Context: an optimization exercise on an open-source flow, tuned for small area, a short achievable clock period and few clock cycles. The choices shown serve that exercise and are no tape-out recipe.
Where RTL was checked, it was by simulation tests only, not by an equivalence proof against the original.
Power is estimated from default activity; no workload was simulated.

the baseline:
// mips_core
module mips_core (
	input wire clk,   
	input wire rst,   
	output wire [31:0] inst_addr,   
	input wire [31:0] inst_data,   
	output wire mem_wen,   
	output wire [31:0] mem_addr,   
	output wire [31:0] mem_dout,   
	input wire [31:0] mem_din   
	);
Size in the first run: roughly 4,700 cells after synthesis, ~160 I/O pins, roughly 0.057 mm2 of cells after synthesis.
make LEC_CHECK=0 CAP_MARGIN=20 CORE_MARGIN=2 CORE_UTILIZATION=40 CTS_BUF_LIST=sky130_fd_sc_hd__clkbuf_8 SETUP_SLACK_MARGIN=3.5 SLEW_MARGIN=20 TNS_END_PERCENT=5 finish   # period 6.0 ns
run.sh (not shown) runs the stock make flow with config.mk's settings and CLKGATE_MAP_FILE= SYNTH_SCRIPT=/design/flow/synth_recipe.tcl, a recipe that flattens the netlist after the stock synthesis.
The baseline went all the way through synthesis, placement and routing and the layout is clean on timing, DRC and antenna.
Testbench counts of the baseline, summed over its fixed seeds: cycles 24,702.
Edits applied to the flow inputs when going from the baseline to the candidate:
- SETUP_SLACK_MARGIN: 3.5 -> 3.25
### Flow results
Fraction of power consumed by sequential logic: the candidate vs the baseline up 1.3 points
| fraction of area in clock buffers and inverters | the baseline vs the candidate | ≈ equal |
Run comparison: the candidate start point of the critical path pc[26]; the baseline start point of the critical path x_a[10]
Worst-case headroom to the max-slew limit (higher): the baseline
The candidate ends up with higher sequential cell area share than the baseline does.
The part of the total power dissipated in combinational logic number comes out higher for the baseline vs the candidate.
| length of the first detailed-routing pass in iterations | higher: the candidate |
Between the candidate and the baseline, the final critical-path share of the clock period is higher for the candidate.
Multi-input gate count across the candidate and the baseline: no real change.

## garnet
mips_core, a different RTL version from the one above (not shown whole).
Size in the first run: roughly 4700 cells after synthesis, roughly 160 I/O pins, about 0.056 mm^2 of cells after synthesis.
==> flow/config.mk <==
export PLATFORM = sky130hd
export DESIGN_NAME = mips_core
export DESIGN_NICKNAME = mips_core
export VERILOG_FILES = /design/flow/design.v
export SDC_FILE = /design/flow/constraint.sdc
export NUM_CORES = 4
export LEC_CHECK = 0
export ABC_CLOCK_PERIOD_IN_PS = 2500
export CAP_MARGIN = 20
export CORE_MARGIN = 2
export CORE_UTILIZATION = 40
export SETUP_SLACK_MARGIN = 3.5
export SLEW_MARGIN = 20
==> flow/constraint.sdc <==
create_clock -name core_clock -period 6.0 [get_ports {clk}]
set_input_delay 1.2000 -clock core_clock [delete_from_list [all_inputs] [get_ports {clk}]]
set_output_delay 1.2000 -clock core_clock [all_outputs]
set_load 0.01 [all_outputs]
garnet | status: complete | timing, DRC, antenna: pass
Modified inputs, fjord compared to garnet
# garnet
export LEC_CHECK = 0
export ABC_CLOCK_PERIOD_IN_PS = 2500
export CAP_MARGIN = 20
export CORE_MARGIN = 2
export CORE_UTILIZATION = 40
export SETUP_SLACK_MARGIN = 3.5
export SLEW_MARGIN = 20
create_clock -name core_clock -period 6.0 [get_ports {clk}]
# fjord
export LEC_CHECK = 0
export ABC_CLOCK_PERIOD_IN_PS = 2500
export CAP_MARGIN = 20
export CORE_MARGIN = 2
export CORE_UTILIZATION = 40
export SETUP_SLACK_MARGIN = 3.5
export SLEW_MARGIN = 20
export TNS_END_PERCENT = 5
create_clock -name core_clock -period 6.0 [get_ports {clk}]
Notes after the runs:
garnet → fjord: horizontal die dimension barely changed; clock power climbed 4.9%; final instance area dropped 1.6%; number of well-tap cells placed barely changed.
Lower instance count on the critical path was reported by fjord, not garnet.
When fjord is set beside garnet, its fraction of met1 tracks used by global routing turns out to be 1.5 points larger.
No run of this note included a check of the RTL's function; only the layout flow was run.

run D:
Another version of the RTL of mips_core (not shown whole).
For scale: ~4600 cells after synthesis, about 160 I/O pins, ~56000 um^2 of cells after synthesis.
## mips_core
module mips_core (
	input wire clk,   
	input wire rst,   
	output wire [31:0] inst_addr,   
	input wire [31:0] inst_data,   
	output wire mem_wen,   
	output wire [31:0] mem_addr,   
	output wire [31:0] mem_dout,   
	input wire [31:0] mem_din   
	);
localparam
	PC_NEXT    = 0,
	PC_JUMP    = 1,
	PC_JR      = 2,
	PC_BEQ     = 4,
	PC_BNE     = 5;
localparam
	EXE_A_RS     = 0,
	EXE_A_LINK   = 2,
	EXE_A_BRANCH = 3;
localparam
	EXE_B_RT     = 0,
	EXE_B_IMM    = 1,
	EXE_B_LINK   = 2,
	EXE_B_BRANCH = 3;
localparam
	EXE_ALU_ADD    = 0,
	EXE_ALU_SUB    = 1,
	EXE_ALU_SLT    = 2,
	EXE_ALU_AND    = 4,
	EXE_ALU_OR     = 5;
localparam
	WB_ADDR_RD    = 0,
	WB_ADDR_RT    = 1,
	WB_ADDR_LINK  = 2;
localparam
	WB_DATA_ALU   = 0,
	WB_DATA_MEM   = 1;
localparam
	PC_RESET  = 32'h0000_0000;
localparam   
	INST_R          = 6'b000000,   
	R_FUNC_JR       = 6'b001000,
	R_FUNC_ADD      = 6'b100000,
	R_FUNC_SUB      = 6'b100010,
	R_FUNC_AND      = 6'b100100,
	R_FUNC_OR       = 6'b100101,
	R_FUNC_SLT      = 6'b101010,
	INST_J          = 6'b000010,
	INST_JAL        = 6'b000011,
	INST_BEQ        = 6'b000100,
	INST_BNE        = 6'b000101,
	INST_ADDI       = 6'b001000,
	INST_ANDI       = 6'b001100,
	INST_ORI        = 6'b001101,
	INST_LW         = 6'b100011,
	INST_SW         = 6'b101011;
localparam
	GPR_ZERO = 0,
	GPR_AT = 1,
	GPR_V0 = 2,
	GPR_V1 = 3,
	GPR_A0 = 4,
	GPR_A1 = 5,
	GPR_A2 = 6,
	GPR_A3 = 7,
	GPR_T0 = 8,
	GPR_T1 = 9,
	GPR_T2 = 10,
	GPR_T3 = 11,
	GPR_T4 = 12,
	GPR_T5 = 13,
	GPR_T6 = 14,
	GPR_T7 = 15,
	GPR_S0 = 16,
	GPR_S1 = 17,
	GPR_S2 = 18,
	GPR_S3 = 19,
	GPR_S4 = 20,
	GPR_S5 = 21,
	GPR_S6 = 22,
	GPR_S7 = 23,
	GPR_T8 = 24,
	GPR_T9 = 25,
	GPR_K0 = 26,
	GPR_K1 = 27,
	GPR_GP = 28,
	GPR_SP = 29,
	GPR_FP = 30,
	GPR_RA = 31;
	reg [31:0] pc;
	wire [31:0] inst = inst_data;
	wire [5:0] op = inst[31:26];
	wire [5:0] fn = inst[5:0];
	wire [4:0] rs = inst[25:21];
	wire [4:0] rt = inst[20:16];
  ...
Settings: LEC_CHECK=0, CAP_MARGIN=20, CORE_MARGIN=2, CORE_UTILIZATION=40, CTS_BUF_LIST=sky130_fd_sc_hd__clkbuf_8, SETUP_SLACK_MARGIN=3.5, SLEW_MARGIN=20, TNS_END_PERCENT=5; clock period 6.0 ns.
Run D has completed all stages; timing, DRC and antenna checks passed.
Testbench counts of run D, summed over its fixed seeds: cycles 24,582.
Setup changes, run D to run G
Settings: a change of SETUP_SLACK_MARGIN from 3.5 to 3.25.
--- outcome ---
Run G: mean routed wirelength per cell lower than run D. Summary — fill cell total of the finished layout, run G relative to run D: higher, by about 1.9%. Comparing run G and run D, overall global routing resource usage is higher on run D. The run showing the greater global routing usage on met1 is run D. Compared with run D, run G is more frugal on power.

==> afterwards: timing with drivers on the ports <==
The flow's constraints put no driver on any port. The routed layouts listed below were extracted and timed again, unchanged, in two steps.
Step 1 (the two cells are an assumption about what drives the block):
set clk [get_ports {clk}]
set_driving_cell -lib_cell sky130_fd_sc_hd__clkbuf_16 $clk
set_driving_cell -lib_cell sky130_fd_sc_hd__buf_2 [delete_from_list [all_inputs] $clk]
Step 2, shift: input delay + t, output delay - t, t = (earliest + latest rising clock arrival at the registers) / 2. This alone moves slack from input paths to output paths.
Three values: ideal ports, drivers, drivers and shift; two values: the first two.
| run | t, ns | setup WS [ns] | worst data-port slew with drivers (ns) |
|---|---|---|---|
| the baseline | 1.086 | 2.788 / 2.784 / 1.698 | 0.17 |
| the candidate | 1.046 | 2.641 / 2.565 / 1.623 | 0.14 |
| garnet | 0.887 | 2.453 / 2.377 / 1.490 | 0.24 |
| fjord | 0.883 | 2.555 / 2.555 / 1.728 | 0.20 |
| run D | 1.071 | 2.710 / 2.639 / 1.610 | 0.15 |
| run G | 1.069 | 2.545 / 2.545 / 1.655 | 0.20 |
After both steps setup and hold are still met in every run listed. For run D, which loses most, drivers alone change the setup slack by -0.071 ns; drivers and shift together by -1.100 ns.
